What follows belongs to an exercise in optimizing a design on an open flow for small area and a short achievable clock period; a production flow would make more cautious choices.

== rev 12 ==
==> flow/design.v (excerpt) <==
module pipelined_array_multiplier (
    input  logic        clk_i,
    input  logic        clk_en_i,
    input  logic        rst_n_i,
    input  logic [31:0] multiplicand_i,
    input  logic [31:0] multiplier_i,
    input  logic        data_valid_i,
    output logic [63:0] product_o,
    output logic        data_valid_o
);
    logic [2:0] v_q;
    always_ff @(posedge clk_i) begin
        if (!rst_n_i) v_q <= '0;
        else if (clk_en_i) v_q <= {v_q[1:0], data_valid_i};
    end
    assign data_valid_o = v_q[2];
    logic [33:0] bx;
    assign bx = {2'b00, multiplier_i};
    logic [15:0] neg, one, two;
    for (genvar i = 0; i < 16; i++) begin : g_enc
        logic b_lo;
        if (i == 0) begin : g_first
            assign b_lo = 1'b0;
        end else begin : g_next
            assign b_lo = bx[2*i-1];
        end
        assign neg[i] = bx[2*i+1];
        assign one[i] = bx[2*i] ^ b_lo;
        assign two[i] = (bx[2*i+1] & ~bx[2*i] & ~b_lo) | (~bx[2*i+1] & bx[2*i] & b_lo);
    end
    logic [31:0] a_q;
    logic [15:0] neg_q, one_q, two_q;
    logic        b31_q;
    always_ff @(posedge clk_i) begin
        if (clk_en_i) begin
            a_q   <= multiplicand_i;
            neg_q <= neg;
            one_q <= one;
            two_q <= two;
            b31_q <= multiplier_i[31];
        end
    end
  ...
For scale: roughly 130 I/O pins, roughly 0.035 mm2 of cells after synthesis.
Settings: LEC_CHECK=0, CAP_MARGIN=20, CORE_MARGIN=2, CORE_UTILIZATION=40, SLEW_MARGIN=20, SYNTH_HIERARCHICAL=1, SYNTH_MINIMUM_KEEP_SIZE=0; clock period 11.0 ns.
standard.sh (not shown) runs the stock make flow with config.mk's settings and CLKGATE_MAP_FILE= SYNTH_SCRIPT=/design/flow/synth_recipe.tcl, a recipe that flattens the netlist after the stock synthesis.
==> flow/flow/run.sh <==
#!/bin/bash
# Layout flow: the standard ORFS flow (standard.sh) with the standard
# synthesis unchanged, plus
#  - after floorplan, combinational cells downsized to their smallest drive
#    strength (flow/downsize.tcl), so that area is only spent where timing
#    repair asks for it;
#  - optionally, timing repair also right after detailed placement
#    (flow/place_repair.tcl);
#  - optionally a chosen buffer cell for the port buffers.
# Settings are in flow/settings.sh. Each tool's output goes to a log here.
set -euo pipefail
cd "$(dirname "$0")/.."
W=$PWD
source flow/settings.sh
args=()
if [[ "$DOWNSIZE" != "none" ]]; then
  args+=("POST_FLOORPLAN_TCL=$W/flow/downsize.tcl" "DOWNSIZE_FAMILIES=$DOWNSIZE")
fi
args+=("SETUP_SLACK_MARGIN=$SETUP_MARGIN")
if [[ "${PLACE_REPAIR:-0}" == 1 ]]; then
  args+=("POST_DETAIL_PLACE_TCL=$W/flow/place_repair.tcl")
fi
if [[ -n "$PORT_BUFFER" ]]; then
  args+=("BUFFER_PORTS_ARGS=-buffer_cell $PORT_BUFFER")
fi
args+=($EXTRA)
bash standard.sh synth > flow_synth.log 2>&1
bash standard.sh "${args[@]}" finish > flow_layout.log 2>&1
==> flow/flow/settings.sh <==
SETUP_MARGIN=7.45
DOWNSIZE="all"
PORT_BUFFER=sky130_fd_sc_hd__buf_2
PLACE_REPAIR=0
EXTRA="CTS_CLUSTER_SIZE=30 CTS_CLUSTER_DIAMETER=100 CORE_UTILIZATION=55"
Other scripts of this flow, unchanged in this note and not shown: flow/flow/downsize.tcl, flow/flow/place_repair.tcl
Rev 12 ended with every stage complete and zero timing, DRC or antenna violations.
Inputs modified between rev 12 and rev 13:
--- a/flow/flow/settings.sh
+++ b/flow/flow/settings.sh
@@ -1 +1 @@
-SETUP_MARGIN=7.45
+SETUP_MARGIN=7.55
Findings:
Rev 13 vs. rev 12: post-route worst setup slack went up 0.014 ns, final critical delay including setup and external delays now smaller, total vias in the final route shows an increase of 644. Diff rev 12 -> rev 13: number of non-clock buffers in the layout increased by 38 relative to the old numbers; layout-stage area growth over the synthesis result shows an increase of 2.8 points; cell area went up 2.5%. From rev 12 to rev 13 the numbers moved as follows: total wirelength of the detailed-routed design higher. Count of clock-buffer cells in the layout: rev 12 vs rev 13 identical. Rev 12 → rev 13: data-path buffer share of cell area in the final layout rose by 1.1 points; all-layer global routing usage shows an increase of 1.9 points.
Function was not checked in any run of this note: the RTL went through the layout flow alone.

## static timing again, ports no longer ideal
No port has a modelled driver above. Below, the same layouts with a new extraction and two added sets of constraints. Step 1, drivers: a clkbuf_16 drives clk_i and a buf_2 each remaining input, both assumed. Step 2 moves the port delays by t, midway between the first and last clock arrival at a register: inputs arrive t later, outputs are due t later. That takes back most of the time a late clock gives input paths. Three values: ideal ports, drivers, drivers and shift; two values: the first two.
run	shift t [ns]	setup WS [ns]	worst register clock-pin slew, ns	pins driven straight from the clock port
rev 12	0.635	7.185 / 7.185 / 6.946	0.11 / 0.11	1
rev 13	0.629	7.199 / 7.199 / 6.993	0.11 / 0.11	1
After both steps setup and hold are still met in every run listed. For rev 12, which loses most, drivers alone change the setup slack by 0.000 ns; drivers and shift together by -0.239 ns.
